What follows belongs to an exercise in optimizing a design on an open flow for small area; a production flow would make more cautious choices.
Only simulation tests tie the RTL to the original design; equivalence was not proved.
No activity file was given, so power comes from the tool's default toggle rates.

v6:
## HitTheMouse
module HitTheMouse(
	input        mclk,       
	input        rst,        
	input  [7:0] btn,        
	output [7:0] led,        
	input  [3:0] fpgabtn,    
	output       OutBlue,
	output       OutGreen,
	output       OutRed,
	output       HS,
	output       VS,
	output       soundwave,  
	output       bgm         
);
reg       p;
reg [3:0] hr;
reg [6:0] hq;
reg [3:0] vr;
reg [5:0] vq;
reg [2:0] lm5;
wire hend = (hq==7'd79) && (hr==4'd9);
wire vend = (vq==6'd52) && (vr==4'd0);
always @(posedge mclk)
	if(rst) begin
		p<=1'b0; hr<=4'd0; hq<=7'd0; vr<=4'd0; vq<=6'd0; lm5<=3'd0;
	end else begin
		p<=~p;
		if(!p) begin
			if(hr==4'd9) begin
				hr<=4'd0;
				hq<=hend ? 7'd0 : hq+1'b1;
			end else hr<=hr+1'b1;
			if(hend) begin
				lm5<={lm5[1:0], ~(lm5[2]|lm5[1])};
				if(vend) begin
					vr<=4'd0; vq<=6'd0;
				end else if(vr==4'd9) begin
					vr<=4'd0; vq<=vq+1'b1;
				end else vr<=vr+1'b1;
			end
		end
	end
wire th = (hr==4'd0) &&
          ((lm5==3'b000 && (hq==7'd25 || hq==7'd75)) ||
           (lm5==3'b001 &&  hq==7'd45) ||
           (lm5==3'b011 && (hq==7'd15 || hq==7'd65)) ||
           (lm5==3'b110 &&  hq==7'd35) ||
           (lm5==3'b100 && (hq==7'd5  || hq==7'd55)));
wire tick  = th & p;
wire tick1 = th & ~p;
assign HS = !(((hq>7'd65) || (hq==7'd65 && hr>=4'd6)) && ((hq<7'd75) || (hq==7'd75 && hr<=4'd1)));
wire h0 = (hq==7'd0) && (hr==4'd0);
assign VS = !((vq==6'd48 && vr==4'd9 && !h0) || (vq==6'd49 && vr==4'd0) || (vq==6'd49 && vr==4'd1 && h0));
wire [7:0] up;
wire sc2, mx2;
wire [3:0] sc1, sc0, mx1, mx0;
wire [2:0] life;
wire [4:0] bq;
wire [3:0] brm;
wire [1:0] mission, sit;
wire hs, fs, ls;
game u_game(.clk(mclk), .rst(rst), .tick(tick), .tick1(tick1), .p(p), .btn(btn),
	.reset(fpgabtn[0]), .pause(fpgabtn[1]), .start(fpgabtn[2]),
	.up(up), .sc2(sc2), .sc1(sc1), .sc0(sc0), .mx2(mx2), .mx1(mx1), .mx0(mx0),
	.life(life), .bq(bq), .brm(brm), .mission(mission), .sit(sit), .hs(hs), .fs(fs), .ls(ls));
assign led = up;
sfx u_sfx(.clk(mclk), .rst(rst), .tick(tick), .hs(hs), .fs(fs), .ls(ls), .wave(soundwave));
music u_music(.clk(mclk), .rst(rst), .tick(tick), .sit(sit), .mission(mission), .wave(bgm));
vga u_vga(.hq(hq), .hr(hr), .vq(vq), .vr(vr), .up(up), .sc2(sc2), .sc1(sc1), .sc0(sc0),
	.mx2(mx2), .mx1(mx1), .mx0(mx0), .bq(bq), .brm(brm), .life(life), .mission(mission),
  ...
clock: 60.0 ns
lec_check: 0
abc_area: 1
cap_margin: 20
core_margin: 2
core_utilization: 70
slew_margin: 20
standard.sh (not shown) runs the stock make flow with config.mk's settings and CLKGATE_MAP_FILE= SYNTH_SCRIPT=/design/flow/synth_recipe.tcl, a recipe that flattens the netlist after the stock synthesis.
==> flow/flow/run.sh <==
#!/bin/bash
# Own layout flow: the standard synthesis; then the logic between its registers is
# mapped again for area (ABC: deepsyn, the area-oriented mapper amap, then stochastic remapping
# of overlapping parts with amap), keeping every
# register as the standard synthesis made it; then the standard layout steps.
set -euo pipefail
R=orfs/results/${FLOW_PLATFORM}/HitTheMouse/base
bash standard.sh synth > synth.log 2>&1
cp $R/1_2_yosys.v $R/1_2_yosys_standard.v
export REMAP_LIB=${FLOW_HOME}/platforms/${FLOW_PLATFORM}/lib/sky130_fd_sc_hd__tt_025C_1v80.lib
export REMAP_MAPLIB=$PWD/remap.lib
export REMAP_SCRIPT=$PWD/flow/remap.abc
export REMAP_IN=$PWD/$R/1_2_yosys_standard.v
export REMAP_OUT=$PWD/$R/1_2_yosys.v
python3 flow/filterlib.py $REMAP_LIB $REMAP_MAPLIB > filterlib.log 2>&1
${FLOW_HOME}/../tools/install/yosys/bin/yosys -c flow/remap.tcl > remap.log 2>&1
# ports buffered with the smallest buffer; a clock tree of clkbuf_16 leaves for at most 25 registers
# each (clkbuf_8 above them), without dummy loads
bash standard.sh BUFFER_PORTS_ARGS="-buffer_cell sky130_fd_sc_hd__buf_1" \
  CTS_ARGS="-sink_clustering_enable -repair_clock_nets -sink_clustering_size 25 -sink_clustering_max_diameter 80 -buf_list sky130_fd_sc_hd__clkbuf_8 -sink_clustering_buffer sky130_fd_sc_hd__clkbuf_16 -dont_use_dummy_load" \
  finish > layout.log 2>&1
Other scripts of this flow, unchanged in this note and not shown: flow/flow/filterlib.py, flow/flow/remap.abc, flow/flow/remap.tcl
## Diff of input files: v7 against v6
--- a/flow/design.v
+++ b/flow/design.v
@@ -27,31 +27,31 @@
 	end else begin
 		p<=~p;
 		if(!p) begin
 			if(hr==4'd9) begin
 				hr<=4'd0;
 				hq<=hend ? 7'd0 : hq+1'b1;
 			end else hr<=hr+1'b1;
 			if(hend) begin
-				lm5<={lm5[1:0], ~(lm5[2]|lm5[1])};
+				lm5<=(lm5==3'd4) ? 3'd0 : lm5+1'b1;
 				if(vend) begin
 					vr<=4'd0; vq<=6'd0;
 				end else if(vr==4'd9) begin
 					vr<=4'd0; vq<=vq+1'b1;
 				end else vr<=vr+1'b1;
 			end
 		end
 	end
 wire th = (hr==4'd0) &&
-          ((lm5==3'b000 && (hq==7'd25 || hq==7'd75)) ||
-           (lm5==3'b001 &&  hq==7'd45) ||
-           (lm5==3'b011 && (hq==7'd15 || hq==7'd65)) ||
-           (lm5==3'b110 &&  hq==7'd35) ||
-           (lm5==3'b100 && (hq==7'd5  || hq==7'd55)));
+          ((lm5==3'd0 && (hq==7'd25 || hq==7'd75)) ||
+           (lm5==3'd1 &&  hq==7'd45) ||
+           (lm5==3'd2 && (hq==7'd15 || hq==7'd65)) ||
+           (lm5==3'd3 &&  hq==7'd35) ||
+           (lm5==3'd4 && (hq==7'd5  || hq==7'd55)));
 wire tick  = th & p;
 wire tick1 = th & ~p;
 assign HS = !(((hq>7'd65) || (hq==7'd65 && hr>=4'd6)) && ((hq<7'd75) || (hq==7'd75 && hr<=4'd1)));
 wire h0 = (hq==7'd0) && (hr==4'd0);
 assign VS = !((vq==6'd48 && vr==4'd9 && !h0) || (vq==6'd49 && vr==4'd0) || (vq==6'd49 && vr==4'd1 && h0));
 wire [7:0] up;
 wire sc2, mx2;
 wire [3:0] sc1, sc0, mx1, mx0;
@@ -80,35 +80,20 @@
 	output reg       sc2, mx2,    
 	output reg [3:0] sc1, sc0, mx1, mx0,
 	output reg [2:0] life,
 	output reg [4:0] bq,      
 	output reg [3:0] brm,
 	output reg [1:0] mission, sit,
 	output reg       hs, fs, ls
 );
-reg [3:0] sz;
+reg [3:0] sdp;
 always @(posedge clk)
-	if(rst) sz<=4'd0;
-	else if(tick) sz<={sz[2:0], sz[1]^sz[3]^(~sz[0]&~sz[1])};
-wire [3:0] seedtab_i = sz;
-wire [3:0] seedtab =
-	({4{seedtab_i==4'd0}} & 4'h9) |
-	({4{seedtab_i==4'd1}} & 4'h2) |
-	({4{seedtab_i==4'd2}} & 4'h8) |
-	({4{seedtab_i==4'd3}} & 4'hc) |
-	({4{seedtab_i==4'd5}} & 4'h1) |
-	({4{seedtab_i==4'd7}} & 4'h5) |
-	({4{seedtab_i==4'd8}} & 4'h3) |
-	({4{seedtab_i==4'd9}} & 4'h6) |
-	({4{seedtab_i==4'd10}} & 4'h7) |
-	({4{seedtab_i==4'd12}} & 4'ha) |
-	({4{seedtab_i==4'd14}} & 4'h4) |
-	({4{seedtab_i==4'd15}} & 4'hb);
-wire [3:0] sdp = seedtab;
+	if(rst) sdp<=4'd9;
+	else if(tick) sdp<=(sdp>=4'd7) ? sdp-4'd7 : sdp+4'd6;
 reg [3:0] ph;
 always @(posedge clk)
 	if(rst) ph<=4'd0;
 	else if(p) ph<=(ph==4'd14) ? 4'd0 : ph+1'b1;
 wire last = (ph==4'd14) & p;                   
 wire ph15 = (ph==4'd7) & p;                    
 reg [29:0] rg;
 reg        rq, act, ld, init;
@@ -223,18 +208,18 @@
 		if(linc) lb<=5'd0;
 		if(mup_g) begin
 			mission<=mission+1'b1;
 			bq<=5'd29; brm<=4'd0;
 		end
 	end
 	for(i=0;i<8;i=i+1) begin
 		nm=mouse[3*i+:3];
-		if(play && spawn && idx==i) nm=(mission==2'd0) ? 3'b111 : 3'b110;
-		if(play && dis && up[i]) nm={mouse[3*i+:2], mouse[3*i+2]&mouse[3*i+1]&~mouse[3*i]};
+		if(play && spawn && idx==i) nm=(mission==2'd0) ? 3'b101 : 3'b011;
+		if(play && dis && up[i]) nm={mouse[3*i+:2], mouse[3*i]&~(mouse[3*i+1]&mouse[3*i+2])};
 		if(play && hitv[i]) nm=3'd0;
 		if(clr) nm=3'd0;
 		mouse[3*i+:3]<=nm;
 	end
 	if(reset) begin
 		lb<=5'd0; bq<=5'd29; brm<=4'd0; mission<=2'd0;
 	end
 	if(newgame) begin
[summary]
The share of the cycle needed by the critical path after routing in v7 sits 0.38 points above the value recorded for v6. v7 vs v6: total internal power up in v7. On number of hold buffers added after cts, v7 and v6 are basically level. v7 vs. v6: critical path's largest stage delay went up 20 ps, routed wirelength normalized by instance count lower, routability congestion estimate from global placement rose by about 1.8%. Reported for v7 and v6, final count of pins violating max slew turned out identical to the last digit. Compared with v6, total half-perimeter wirelength after legalization and detailed placement in v7 increased by a few percent.

* * *

HitTheMouse, a different RTL version from the one above (not shown whole).
Size in the first run: about 1500 cells after synthesis, ~29 I/O pins, about 11000 um2 of cells after synthesis.
==> flow/config.mk <==
export PLATFORM = sky130hd
export DESIGN_NAME = HitTheMouse
export DESIGN_NICKNAME = HitTheMouse
export VERILOG_FILES = /design/flow/design.v
export SDC_FILE = /design/flow/constraint.sdc
export NUM_CORES = 8
export LEC_CHECK = 0
export ABC_AREA = 1
export CAP_MARGIN = 20
export CORE_MARGIN = 2
export CORE_UTILIZATION = 70
export SLEW_MARGIN = 20
==> flow/constraint.sdc <==
create_clock -name core_clock -period 60.0 [get_ports {mclk}]
set_input_delay 12.0000 -clock core_clock [delete_from_list [all_inputs] [get_ports {mclk}]]
set_output_delay 12.0000 -clock core_clock [all_outputs]
set_load 0.01 [all_outputs]
==> flow/flow/run.sh <==
#!/bin/bash
# Own layout flow: the standard synthesis; then the logic between its registers is
# mapped again for area (ABC: deepsyn, the area-oriented mapper amap, then stochastic remapping
# of overlapping parts with amap), keeping every
# register as the standard synthesis made it; then the standard layout steps.
set -euo pipefail
R=orfs/results/${FLOW_PLATFORM}/HitTheMouse/base
bash standard.sh synth > synth.log 2>&1
cp $R/1_2_yosys.v $R/1_2_yosys_standard.v
export REMAP_LIB=${FLOW_HOME}/platforms/${FLOW_PLATFORM}/lib/sky130_fd_sc_hd__tt_025C_1v80.lib
export REMAP_MAPLIB=$PWD/remap.lib
export REMAP_SCRIPT=$PWD/flow/remap.abc
export REMAP_IN=$PWD/$R/1_2_yosys_standard.v
export REMAP_OUT=$PWD/$R/1_2_yosys.v
python3 flow/filterlib.py $REMAP_LIB $REMAP_MAPLIB > filterlib.log 2>&1
${FLOW_HOME}/../tools/install/yosys/bin/yosys -c flow/remap.tcl > remap.log 2>&1
# ports buffered with the smallest buffer; a clock tree of clkbuf_16 leaves for at most 28 registers
# each (clkbuf_4 above them), without dummy loads
bash standard.sh BUFFER_PORTS_ARGS="-buffer_cell sky130_fd_sc_hd__buf_1" \
  CTS_ARGS="-sink_clustering_enable -repair_clock_nets -sink_clustering_size 28 -sink_clustering_max_diameter 80 -buf_list sky130_fd_sc_hd__clkbuf_4 -sink_clustering_buffer sky130_fd_sc_hd__clkbuf_16 -dont_use_dummy_load" \
  finish > layout.log 2>&1
Other scripts of this flow, unchanged in this note and not shown: flow/flow/filterlib.py, flow/flow/remap.abc, flow/flow/remap.tcl
Change:
--- a/flow/design.v
+++ b/flow/design.v
@@ -449,34 +449,34 @@
 );
 wire act = !hq[6] && (vq<6'd48);
 wire [3:0] C = hq[3:0];
 wire [3:0] R = vq[3:0];
 wire mu = up[~{vq[4],hq[5:4]}];
 wire [3:0] mrow_i = R;
-wire [7:0] mrow =
-	({8{mrow_i==4'd1}} & 8'he0) |
-	({8{mrow_i==4'd2}} & 8'hf0) |
-	({8{mrow_i==4'd3}} & 8'hf8) |
-	({8{mrow_i==4'd4}} & 8'hd8) |
-	({8{mrow_i==4'd5}} & 8'hd8) |
-	({8{mrow_i==4'd6}} & 8'hd8) |
-	({8{mrow_i==4'd7}} & 8'hf8) |
-	({8{mrow_i==4'd8}} & 8'h78) |
-	({8{mrow_i==4'd9}} & 8'hf8) |
-	({8{mrow_i==4'd10}} & 8'h98) |
-	({8{mrow_i==4'd11}} & 8'h98) |
-	({8{mrow_i==4'd12}} & 8'h38) |
-	({8{mrow_i==4'd13}} & 8'hfe) |
-	({8{mrow_i==4'd14}} & 8'hfe);
+wire [15:0] mrow =
+	({16{mrow_i==4'd1}} & 16'h7e0) |
+	({16{mrow_i==4'd2}} & 16'hff0) |
+	({16{mrow_i==4'd3}} & 16'h1ff8) |
+	({16{mrow_i==4'd4}} & 16'h1bd8) |
+	({16{mrow_i==4'd5}} & 16'h1bd8) |
+	({16{mrow_i==4'd6}} & 16'h1bd8) |
+	({16{mrow_i==4'd7}} & 16'h1ff8) |
+	({16{mrow_i==4'd8}} & 16'h1e78) |
+	({16{mrow_i==4'd9}} & 16'h1ff8) |
+	({16{mrow_i==4'd10}} & 16'h1998) |
+	({16{mrow_i==4'd11}} & 16'h1998) |
+	({16{mrow_i==4'd12}} & 16'h1c38) |
+	({16{mrow_i==4'd13}} & 16'h7ffe) |
+	({16{mrow_i==4'd14}} & 16'h7ffe);
 wire hole  = (C!=4'd0) && (C!=4'd15) && (R==4'd13 || R==4'd14);
 wire mid   = (C==4'd7 || C==4'd8);
 wire [2:0] mrgb = hole ? 3'b111 :
                   !mu ? 3'b000 :
                   (mid && R==4'd8) ? 3'b101 :
                   (mid && (R==4'd10 || R==4'd11)) ? 3'b111 :
-                  mrow[C[3] ? ~C[2:0] : C[2:0]] ? 3'b011 : 3'b000;
+                  mrow[C] ? 3'b011 : 3'b000;
 wire vbar = (vq>=6'd42 && vq<=6'd45) || (vq==6'd46 && vr==4'd0);
 wire hbar = (hq!=7'd0) && ((hq<{2'b00,bq}) || (hq=={2'b00,bq} && hr<=brm));
 wire srow = (vq>=6'd33 && vq<=6'd38);
 wire brow = (vq>=6'd41 && vq<=6'd46);
 wire g2 = (hq>=7'd34 && hq<=7'd38);
 wire g1 = (hq>=7'd41 && hq<=7'd45);
After rerunning:
- The changed run completed without violations
- fmax fell by a few percent
- critical path depth does not change
- routed wire length fell slightly
- first-iteration DRC count rose slightly
- via count fell slightly
- synthesized area hardly moves
- cell area stays flat
- power rose slightly
- core utilization fell by 0.17 points
- clock-buffer cell count stays the same
- setup slack is worse by 0.78 ns
- synthesized cell count stays the same
- global-route usage fell by 1.1 points

## afterwards: timing with drivers on the ports
The flow's constraints put no driver on any port. The routed layouts listed below were extracted and timed again, unchanged, in two steps.
Step 1 (the two cells are an assumption about what drives the block):
set clk [get_ports {mclk}]
set_driving_cell -lib_cell sky130_fd_sc_hd__clkbuf_16 $clk
set_driving_cell -lib_cell sky130_fd_sc_hd__buf_2 [delete_from_list [all_inputs] $clk]
Step 2 adds t to the input delays and takes it off the output delays; t is the mean of the earliest and latest rising clock arrival at the registers after step 1. Input paths then give back, and output paths get back, about the clock's delay inside the block.
a / b / c = ideal ports / drivers / drivers and shift; a / b = the first two.
run	t, ns	setup WS [ns]	hold WS [ns]
v6	0.571	42.956 / 42.914 / 43.485	0.331 / 0.331 / 0.331
v7	0.556	42.731 / 42.690 / 43.246	0.328 / 0.328 / 0.328
the first run of note 2	0.648	43.103 / 43.063 / 43.711	0.336 / 0.336 / 0.336
the second run of note 2	0.668	42.320 / 42.280 / 42.948	0.329 / 0.329 / 0.329
After both steps every run listed still meets setup and hold.
